What follows belongs to an exercise in optimizing a design on an open flow for a short achievable clock period and few clock cycles; a production flow would make more cautious choices.
The RTL was checked by simulation tests, not by an equivalence proof against the original design.
No activity file was given, so power comes from the tool's default toggle rates.

**design/flow/run.sh**
```bash
#!/bin/bash
# synth_recipe.tcl (not shown) runs the flow's synth.tcl, then flattens the netlist and writes it again
# the make line also repeats each setting of config.mk as NAME=value (left out here)
make -C /OpenROAD-flow-scripts/flow DESIGN_CONFIG=/design/flow/config.mk WORK_HOME=/design/flow/orfs CLKGATE_MAP_FILE= SYNTH_SCRIPT=/design/flow/synth_recipe.tcl finish
```
**design/flow/config.mk**
```make
export PLATFORM = sky130hd
export DESIGN_NAME = cpu
export DESIGN_NICKNAME = cpu
export VERILOG_FILES = /design/flow/design.v
export SDC_FILE = /design/flow/constraint.sdc
export NUM_CORES = 4
export LEC_CHECK = 0
export CAP_MARGIN = 20
export CORE_MARGIN = 2
export CORE_UTILIZATION = 40
export PLACE_DENSITY = 0.6
export SETUP_SLACK_MARGIN = 2.5
export SLEW_MARGIN = 20
```
**design/flow/constraint.sdc**
```tcl
create_clock -name core_clock -period 5.5 [get_ports {clk}]
set_input_delay 1.1000 -clock core_clock [delete_from_list [all_inputs] [get_ports {clk}]]
set_output_delay 1.1000 -clock core_clock [all_outputs]
set_load 0.01 [all_outputs]
```
**design/flow/design.v**
```verilog
module alu
(
  input                i_op_sel,
  input  [15:0]        i_op_a,
  input  [15:0]        i_op_b,
  output logic [15:0]  o_alu_out
);
  assign o_alu_out = i_op_a + (i_op_sel ? ~i_op_b : i_op_b) + {15'd0, i_op_sel};
endmodule
module regfile
(
  input clk,
  input reset,
  input i_write,
  input [2:0] i_addrw,
  input [15:0] i_data_in,
  output logic [7:0][15:0] o_regs
);
  always_ff @ (posedge clk, posedge reset) begin
    if (reset) o_regs <= '0;
    else if (i_write) o_regs[i_addrw] <= i_data_in;
  end
endmodule
module cpu
(
input clk,
input reset,
output [15:0] o_pc_addr,
output o_pc_rd,
input [15:0] i_pc_rddata,
input [15:0] i_ldst_rddata,
output [15:0] o_ldst_wrdata,
output [15:0] o_ldst_addr,
output o_ldst_rd,
output o_ldst_wr,
output [127:0] o_tb_regs
);
logic [7:0][15:0] rf;
logic [15:0] pc_f;        
logic [15:0] pc_d;        
logic        d_valid;
logic        x_valid;
logic        x_wait;      
logic        x_wa, x_wb;  
logic [15:0] x_a, x_b;    
logic [15:0] x_tgt;       
logic [7:0]  x_hi;        
logic        x_alu, x_sub, x_flags, x_mvhi, x_ld, x_st;
logic        x_br, x_breg, x_jz, x_jn, x_jmp;
logic        x_wr;
logic [2:0]  x_rd;
logic        w_wr, w_ld;
logic [2:0]  w_rd;
logic [15:0] w_res;
logic        f_n, f_z;
logic [15:0] x_sum, x_res;
logic        x_go, x_take;
logic [15:0] x_target;
alu alu0 (.i_op_sel(x_sub), .i_op_a(x_a), .i_op_b(x_b), .o_alu_out(x_sum));
assign x_res  = x_alu ? x_sum : (x_mvhi ? {x_hi, x_a[7:0]} : x_b);
assign x_go   = x_valid && !x_wait;
assign x_take = x_go && x_br && (x_jmp || (x_jz && f_z) || (x_jn && f_n));
assign x_target = x_breg ? x_a : x_tgt;
assign o_ldst_addr   = x_b;
assign o_ldst_wrdata = x_a;
assign o_ldst_rd     = x_valid && x_ld;
assign o_ldst_wr     = x_go && x_st;
logic [15:0] fetch;
assign fetch     = x_wait ? pc_d : (x_take ? x_target : pc_f);
assign o_pc_addr = fetch;
assign o_pc_rd   = 1'b1;
logic [15:0] w_val;
assign w_val = w_ld ? i_ldst_rddata : w_res;
regfile rf0 (.clk(clk), .reset(reset), .i_write(w_wr), .i_addrw(w_rd),
             .i_data_in(w_val), .o_regs(rf));
assign o_tb_regs = rf;
logic [15:0] ir;
logic [3:0]  op;
logic        im;
logic [2:0]  rx, ry;
logic [15:0] imm8, tgt_imm;
logic [15:0] va, vb;
logic        use_a, use_b;
logic        d_wr;
logic        xfw;       
logic        d_ok;
assign ir = i_pc_rddata;
assign op = ir[3:0];
assign im = ir[4];
assign rx = ir[7:5];
assign ry = ir[10:8];
assign imm8 = {{8{ir[15]}}, ir[15:8]};
assign tgt_imm = pc_f + {{4{ir[15]}}, ir[15:5], 1'b0};
assign xfw = x_valid && x_wr && !x_ld;
always_comb begin
  if (xfw && x_rd == rx) va = x_res;
  else if (w_wr && w_rd == rx) va = w_val;
  else va = rf[rx];
  if (xfw && x_rd == ry) vb = x_res;
  else if (w_wr && w_rd == ry) vb = w_val;
  else vb = rf[ry];
end
assign use_a = (op == 4'd1) || (op == 4'd2) || (op == 4'd3) || (op == 4'd5) || (op == 4'd6) ||
               (op[3] && !im);
assign use_b = (!im && (op == 4'd0 || op == 4'd1 || op == 4'd2 || op == 4'd3)) ||
               (op == 4'd4) || (op == 4'd5);
assign d_wr  = (op == 4'd0) || (op == 4'd1) || (op == 4'd2) || (op == 4'd4) ||
               (op == 4'd6) || (op == 4'd12);
logic ld_a, ld_b;    
assign ld_a = x_valid && x_ld && use_a && (x_rd == rx);
assign ld_b = x_valid && x_ld && use_b && (x_rd == ry);
assign d_ok = d_valid && !x_take;
always_ff @ (posedge clk, posedge reset) begin
  if (reset) begin
    pc_f <= 16'd2;    
    pc_d <= 16'd0;
    d_valid <= 1'b0;
    x_valid <= 1'b0;
    x_wait <= 1'b0;
    x_wa <= 1'b0; x_wb <= 1'b0;
    x_a <= 16'd0; x_b <= 16'd0; x_tgt <= 16'd0; x_hi <= 8'd0;
    x_alu <= 1'b0; x_sub <= 1'b0; x_flags <= 1'b0; x_mvhi <= 1'b0;
    x_ld <= 1'b0; x_st <= 1'b0;
    x_br <= 1'b0; x_breg <= 1'b0; x_jz <= 1'b0; x_jn <= 1'b0; x_jmp <= 1'b0;
    x_wr <= 1'b0; x_rd <= 3'd0;
    w_wr <= 1'b0; w_ld <= 1'b0; w_rd <= 3'd0; w_res <= 16'd0;
    f_n <= 1'b0; f_z <= 1'b0;
  end else begin
    d_valid <= 1'b1;
    pc_d <= fetch;
    if (!x_wait) pc_f <= fetch + 16'd2;
    if (x_go && x_flags) begin
      f_n <= x_sum[15];
      f_z <= (x_sum == 16'd0);
    end
    w_wr  <= x_go && x_wr;
    w_ld  <= x_ld;
    w_rd  <= x_rd;
    w_res <= x_res;
    if (x_wait) begin
      x_wait <= 1'b0;
      if (x_wa) x_a <= i_ldst_rddata;
      if (x_wb) x_b <= i_ldst_rddata;
    end else begin
      x_valid <= d_ok;
      x_wait  <= d_ok && (ld_a || ld_b);
      x_wa    <= ld_a;
      x_wb    <= ld_b;
      x_a     <= va;
      x_b     <= (op == 4'd12) ? pc_f : (im ? imm8 : vb);
      x_tgt   <= tgt_imm;
      x_hi    <= ir[15:8];
      x_alu   <= (op == 4'd1) || (op == 4'd2) || (op == 4'd3);
      x_sub   <= (op == 4'd2) || (op == 4'd3);
      x_flags <= (op == 4'd1) || (op == 4'd2) || (op == 4'd3);
      x_mvhi  <= (op == 4'd6);
      x_ld    <= (op == 4'd4);
      x_st    <= (op == 4'd5);
      x_br    <= op[3];
      x_breg  <= !im;
      x_jz    <= (op == 4'd9);
      x_jn    <= (op == 4'd10);
      x_jmp   <= (op == 4'd8) || (op == 4'd12);
      x_wr    <= d_wr;
      x_rd    <= (op == 4'd12) ? 3'd7 : rx;
    end
  end
end
endmodule
```
==> results of run 1 <==
kinds of logic (layout without fill, tap and decap cells):
kind of cell / Yosys count / after routing / share of synthesized area (%)
and+or+nand+nor: 425 / 427 / 12.72
AOI/OAI and AO/OA: 405 / 405 / 17.38
DFF: 258 / 258 / 41.75
muxes: 194 / 194 / 18.21
buffers and inverters: 130 / 398 / 3.422
xor gates and xnor gates: 60 / 60 / 3.486
adders and majority gates: 36 / 36 / 3.009
other: 1 / 4 / 0.02424
cells in the mapped netlist (3+ instances only):
cell type | count | area share, %
a211o_1 | 3 | 0.17
a211oi_1 | 25 | 1.2
a21o_1 | 8 | 0.39
a21oi_1 | 77 | 2.5
a221o_1 | 5 | 0.32
a221o_2 | 3 | 0.22
a221oi_1 | 12 | 0.68
a22o_1 | 65 | 3.7
a22oi_1 | 7 | 0.34
a31oi_1 | 4 | 0.16
and2_1 | 7 | 0.28
and3_1 | 8 | 0.32
buf_1 | 14 | 0.34
buf_2 | 9 | 0.29
buf_6 | 3 | 0.22
clkbuf_1 | 75 | 1.8
dfrtp_1 | 257 | 42
ha_1 | 34 | 2.8
inv_1 | 27 | 0.66
mux2_2 | 59 | 4.3
mux2i_1 | 71 | 4.6
mux4_2 | 64 | 9.3
nand2_1 | 187 | 4.5
nand2b_1 | 12 | 0.49
nand3_1 | 17 | 0.55
nand3b_1 | 5 | 0.24
nand4_1 | 5 | 0.20
nor2_1 | 101 | 2.5
nor2b_1 | 23 | 0.93
nor3_1 | 26 | 0.84
nor4_1 | 6 | 0.24
o211ai_1 | 11 | 0.53
o21ai_0 | 141 | 4.6
o31ai_1 | 14 | 0.68
o41ai_1 | 4 | 0.23
or3_1 | 10 | 0.40
xnor2_1 | 24 | 1.4
xor2_1 | 35 | 2.0
sequential cells by signal (all words and copies together) (netlist names), 3 cells and up:
register and flops:
pc_d 16, rf0.o_regs 128, x_tgt 16, w_res 16, x_a 16, pc_f 16, x_b 16, x_hi 8
w_rd 3, x_rd 3
power by group:
part	switching (W)	internal, W
clock network	0.000831	0.00122
logic	0.00229	0.00257
registers	0.000841	0.00256
worst max-delay path, cell delays in order (launching register included):
cell and delay (ns):
dfrtp_2 0.44, a221o_2 0.51, nand2_8 0.14, buf_4 0.13, o21ai_2 0.07, mux2_2 0.28
buf_6 0.12
stage by stage:
| step | total power (W) | area, sq um | hold slack, ns | std cells |
|---|---|---|---|---|
| after floorplan | 0.005672 | 15530 | 0.4083 | 1510 |
| after global placement | 0.007543 | 17960 | 0.4571 | 2153 |
| after detailed placement | 0.007610 | 17960 | 0.4653 | 2153 |
| after CTS | 0.01003 | 19900 | 0.4701 | 2273 |
| after global routing | 0.01087 | 20450 | 0.4950 | 2298 |
| final | 0.01032 | 20450 | 0.4668 | 2300 |
metal layers:
metal  track usage (%)  vias to the layer above  wire [um]
met4             10.00                        0       1846
li1                  -                     6075          -
met5                 0                        -          0
met3             6.234                      124       4647
met1             37.55                     7011      23910
met2             42.93                      585      26510
area by class of cell:
class	instances	area (sq um)	area share [%]
clock buffer	45	867.1	4.239
tap	518	648.1	3.169
sequential	258	6472	31.64
multi-input combinational	1124	9180	44.88
inverter	27	108.9	0.5322
clock inverter	10	136.4	0.6668
antenna	2	5.005	0.02447
timing repair buffer	316	3035	14.84
path summary, 6_finish.rpt:
check                         start              to  slack (ns)  depth (start not counted)
max                            x_jz    o_pc_addr[0]        2.13                          6
min                        pc_d[15]        pc_d[15]        0.47                          2
max reg2reg                   x_sub             f_z        2.36                         10
min reg2reg                pc_d[15]        pc_d[15]        0.47                          2
max in group asynchronous     reset          x_breg        3.61                          3
min in group asynchronous     reset  rf0.o_regs[30]        0.77                          2
timing repair:
action	CTS	global route
resized for setup	174	95
hold buffers	0	0
setup endpoints to repair	115	84
gates cloned	3	1
setup buffers	62	24
pin swaps	39	44
==> summary.txt, run 1 <==
vias after detailed routing=13795; IR Drop Worst-Case VDD=0.0002816 V; ys flop type=dfrtp_1; floorplan die width=200.6 um; max-slew violation total from the final report=0; Post-synth EDFFs=0; Die Footprint=40260 sq um; clk buf depth=3; wire length of the first global-routing pass=85.26 mm; number of maximum-capacitance constraint violations=0; number of hold-slack violations in the final timing report=0; Site Rows=72; clk root buf=clkbuf_16; largest net degree at the start of global routing=138; share of the cycle needed by the critical path after routing=61.25%; routed wirelength normalized by instance count=24.74 um; worst path arrival time=2.27 ns; worst max-slew margin expressed relative to the limit=25.98%; Min-Delay Path Class=reg2reg; DRC=0; effective utilization at floorplan=40.30%; count of buffers from port buffering=211; unrepaired setup endpoints after global routing=yes; via count of the first global-routing pass=13644; summed negative setup slack over all endpoints=0 ns; number of instances in the synthesized netlist=1509; nets@finish=1827; largest fanout on the critical path=7; netlist area before placement=15470 sq um; slew of the pin with the lowest slew margin=1.110 ns; async set-or-reset flop fraction in the synthesized netlist=100.0%; DR iter-0 viols=1400; number of unique standard cell types used by synthesis=80; Synth-to-Final Area Change=32.24%; number of ports placed on the die boundary=213; pre-CTS setup slack=1.430 ns; most common library cell in the layout ignoring fill and taps=dfrtp_1; endpoint kind of the worst setup timing path=output port; total wirelength of the detailed-routed design=56.91 mm; H-Tree Level Count=1; required time at the worst-slack endpoint=4.40 ns; clock input transition at the sequential cells of the worst setup and hold paths=0.06 ns; DPL Wire Length=38.58 mm; GR Util All Layers=27.47%; filler cell count=3421; Vert. Die Dim=200.6 um; CTS buffer count=30; setup-violating endpoint count in the final report=0; average footprint of a synthesized cell=10.25 sq um; RePlAce Congestion=0.9478; Seq cells post-synth=258; residual overflow from global routing=0; clock sink count=258; Yosys Warn Count=2; maximum clock frequency=296.9 MHz; worst-case setup margin in the final layout=2.132 ns; via/cell ratio=5.998; final core utilization=53.30%; number of optimization iterations in the first detailed-route pass=5; fraction of final layout cells sized beyond drive strength 1=24.04%; worst setup path category=reg2out; share of the yosys chip area belonging to registers=41.75%; crit start category=flip-flop; leading cell types in the layout, fill and taps excluded=dfrtp_1, clkdlybuf4s50_1, nand2_1; Min Clock Period, post-route=3.369 ns; clock latency on the worst-skew pair=0.59 ns; post-route clock skew=0.03161 ns; Core Region=38380 sq um; Lkg Pwr=8.495 nW; number of antenna violations at the first check in global routing=0; status=no timing/DRC/antenna violations; power per cell area=504.5 nW/um^2; DRT antenna net count=0; clock tree from TritonCTS=built
Testbench counts, summed over its fixed seeds: cycles 116,982.
==> inputs of run 2 (changes only) <==
--- a/design/flow/config.mk
+++ b/design/flow/config.mk
@@ -9,5 +9,5 @@
 export CORE_MARGIN = 2
 export CORE_UTILIZATION = 40
 export PLACE_DENSITY = 0.6
-export SETUP_SLACK_MARGIN = 2.5
+export SETUP_SLACK_MARGIN = 4
 export SLEW_MARGIN = 20
==> run 2 against run 1 <==
- still clean on timing, DRC and antenna
- power increased by 20%
- wire length is 31% higher
- final cell count rose by 16%
- count of clock-buffer cells in the layout up 1
- sequential share of layout area shrank 6.5 points
- setup slack got worse by 0.059 ns
- global-route usage rose by 6.9 points
- critical path depth is 2 higher
- worst hold slack improved by 0.0086 ns
- final area rose by 27%
- maximum frequency is 1.7% lower
==> summary.txt, run 2 <==
Site Rows=72 (unchanged); Yosys Warn Count=2 (unchanged); via/cell ratio=6.298 (was 5.998); setup-violating endpoint count in the final report=0 (unchanged); Adder-Cell Fraction of Synth Area=3.009% (unchanged); status=no timing/DRC/antenna violations (unchanged); summed negative setup slack over all endpoints=0 ns (unchanged); clock sink count=258 (unchanged); portion of netlist area occupied by mux cells=18.21% (unchanged); Lkg Pwr=11.32 nW (was 8.495 nW); power per cell area=478.5 nW/um^2 (was 504.5 nW/um^2); main combinational cell family by area after synthesis=multiplexers (unchanged); largest fanout on the critical path=5 (was 7); number of instances in the synthesized netlist=1509 (unchanged); async set-or-reset flop fraction in the synthesized netlist=100.0% (unchanged); fraction of final layout cells sized beyond drive strength 1=57.62% (was 24.04%); most common cell in the netlist=dfrtp_1 (unchanged); Seq cells post-synth=258 (unchanged); DR iter-0 viols=1914 (was 1400); endpoint kind of the worst setup timing path=output port (unchanged); clock tree from TritonCTS=built (unchanged); floorplan die width=200.6 um (unchanged); RePlAce Congestion=0.8745 (was 0.9478); clk root buf=clkbuf_16 (unchanged); required time at the worst-slack endpoint=4.40 ns (about the same); commonest cells in the netlist=dfrtp_1, nand2_1, o21ai_0 (unchanged); Min Clock Period, post-route=3.427 ns (was 3.369 ns); Vert. Die Dim=200.6 um (unchanged); number of unique standard cell types used by synthesis=80 (unchanged); Post-synth EDFFs=0 (unchanged); wire length of the first global-routing pass=104.9 mm (was 85.26 mm); H-Tree Level Count=1 (unchanged); cell type contributing the most total cell area after synthesis=dfrtp_1 (unchanged); largest net degree at the start of global routing=46 (was 138); Synth-to-Final Area Change=67.62% (was 32.24%); number of hold-slack violations in the final timing report=0 (unchanged); worst max-slew margin expressed relative to the limit=23.94% (was 25.98%); xor-xnor portion of the synthesized cell area=3.486% (unchanged); residual overflow from global routing=0 (unchanged); number of cells in the finished layout apart from fillers=2664 (was 2300); number of placed cells counting well taps=2157 (was 2153); filler cell count=2711 (was 3421); slew of the pin with the lowest slew margin=1.141 ns (was 1.110 ns); most common library cell in the layout ignoring fill and taps=buf_4 (was dfrtp_1); total wirelength of the detailed-routed design=74.64 mm (was 56.91 mm); CTS buffer count=29 (was 30); number of ports placed on the die boundary=213 (unchanged); share of the cycle needed by the critical path after routing=62.32% (was 61.25%); clock input transition at the sequential cells of the worst setup and hold paths=0.06 ns (about the same); number of antenna violations at the first check in global routing=1 (was 0); main area contributors after synthesis=dfrtp_1, mux4_2, mux2i_1, o21ai_0, nand2_1 (unchanged); DRT antenna net count=0 (unchanged); IR Drop Worst-Case VDD=0.0003158 V (was 0.0002816 V); max reg flops=128 (unchanged); GR Util All Layers=34.42% (was 27.47%); Min-Delay Path Class=reg2reg (unchanged); average footprint of a synthesized cell=10.25 sq um (unchanged); netlist area before placement=15470 sq um (unchanged); crit start category=flip-flop (unchanged); worst path arrival time=2.33 ns (was 2.27 ns); clock latency on the worst-skew pair=0.59 ns (about the same); routed wirelength normalized by instance count=28.02 um (was 24.74 um); Die Footprint=40260 sq um (unchanged); vias after detailed routing=16779 (was 13795); reg2reg setup slack=2.25 ns (was 2.36 ns); share of the yosys chip area belonging to registers=41.75% (unchanged); maximum clock frequency=291.8 MHz (was 296.9 MHz); worst setup path category=reg2out (unchanged); count of buffers from port buffering=211 (unchanged); register containing the most flip-flops in the final layout=rf0.o_regs (unchanged); unrepaired setup endpoints after global routing=yes (unchanged); ys flop type=dfrtp_1 (unchanged); Worst Hold Path Cells=2 (unchanged); number of optimization iterations in the first detailed-route pass=7 (was 5); leading cell types in the layout, fill and taps excluded=buf_4, dfrtp_1, buf_6 (was dfrtp_1, clkdlybuf4s50_1, nand2_1); number of maximum-capacitance constraint violations=0 (unchanged); post-route clock skew=0.02023 ns (was 0.03161 ns); via count of the first global-routing pass=16278 (was 13644); Core Region=38380 sq um (unchanged); FF-to-FF path depth=11 (was 10); clk buf depth=3 (unchanged); share of the synthesized area in the top cell type=41.58% (unchanged); DRC=0 (unchanged); max-slew violation total from the final report=0 (unchanged); DPL Wire Length=38.92 mm (was 38.58 mm); area fraction in compound gates after synthesis=17.38% (unchanged); effective utilization at floorplan=40.30% (unchanged); nets@finish=2194 (was 1827); simple-gate share of the synthesized area=12.72% (unchanged)
[run 2: cell counts after synthesis]
Identical to the previous run, type by type.
[run 2: path summary, 6_finish.rpt]
kind,startpoint,end
worst max-delay path,x_wait,o_pc_addr[0]
worst min-delay path,pc_d[15],pc_d[15]
worst max register to register,x_sub,f_z
worst min register to register,pc_d[15],pc_d[15]
max in group asynchronous,reset,x_wait
min in group asynchronous,reset,rf0.o_regs[29]
[run 2: cells by family after synthesis]
group,count (synthesis)
buffers and inverters,130
other,1
XOR/XNOR,60
AND/OR/NAND/NOR,425
AO/OA/AOI/OAI,405
multiplexers,194
flip-flops,258
adder cells (fa/ha/maj),36
[run 2: layout make-up]
class | count | area [sq um] | share of cell area (%)
clock buffers | 46 | 869.6 | 3.354
repair inverters | 1 | 7.507 | 0.02896
diodes | 1 | 2.502 | 0.009652
well taps | 518 | 648.1 | 2.500
flip-flops and latches | 258 | 6518 | 25.14
multi-input cells | 1132 | 11130 | 42.91
clock inverters | 6 | 72.57 | 0.2799
repair buffers | 675 | 6554 | 25.28
inverters | 27 | 128.9 | 0.4971
[run 2: where the power goes]
group	internal (W)	switching, W
combinational	0.00373	0.00341
sequential	0.00258	0.000696
clock	0.00113	0.000866
total	0.00743	0.00497
[run 2: stage by stage]
step | util [%] | setup WS, ns | total power (W) | hold WS (ns) | area (sq um)
2_1_floorplan | - | 1.001 | 0.005918 | 0.4242 | 16620
5_1_grt | 67.56 | 2.031 | 0.01291 | 0.5048 | 25930
6_report | 67.56 | 2.073 | 0.01241 | 0.4754 | 25930
3_5_place_dp | 48.38 | 1.532 | 0.007854 | 0.4601 | 18570
4_1_cts | 63.05 | 2.082 | 0.01128 | 0.4727 | 24200
3_3_place_gp | 48.38 | 1.636 | 0.007783 | 0.4562 | 18570
[run 2: critical path: stages (launching register included)]
cell	delay, ns
dfrtp_4	0.51
and3b_4	0.38
buf_12	0.12
nand2_8	0.07
buf_12	0.13
nand2_4	0.06
o21ai_4	0.05
mux2_4	0.29
buf_6	0.12
[run 2: layer usage]
metal / share of wire [%] / vias to the layer above / track usage [%]
met2: 45 / 1264 / 53.73
met5: 0 / - / 0
met4: 6.6 / 0 / 16.64
met1: 37 / 8288 / 45.98
li1: - / 6873 / -
met3: 11 / 354 / 7.045
[run 2: what timing repair did]
item / 4_1_cts / 5_1_grt
gates resized for setup: 1283 / 246
hold endpoints to repair: 0 / 0
setup buffers: 328 / 89
endpoints found under the setup margin: 686 / 502
hold buffers: 0 / 0
gates cloned: 32 / 5
pin swaps: 124 / 125

static timing again, ports no longer ideal:
How much do the figures lean on ideal ports? The routed layouts below were timed once more, with nothing changed but the port constraints. Step 1 assumes that a clkbuf_16 drives the clock port and a buf_2 every other input. Step 2 moves the port delays by t, midway between the first and last clock arrival at a register: inputs arrive t later, outputs are due t later. That takes back most of the time a late clock gives input paths. a / b / c = no drivers / after step 1 / after step 2; a / b = the first two.
run | t, ns | setup slack, ns | hold WS [ns] | clock arrival spread, ns | worst register clock-pin slew, ns
run 1 | 0.628 | 2.131 / 2.077 / 1.949 | 0.467 / 0.467 / 0.467 | 0.032 / 0.032 | 0.06 / 0.06
run 2 | 0.640 | 2.073 / 2.015 / 2.155 | 0.475 / 0.475 / 0.475 | 0.024 / 0.024 | 0.07 / 0.07
After both steps every run listed still meets setup and hold. For run 1, which loses most, drivers alone change the setup slack by -0.054 ns; drivers and shift together by -0.182 ns.
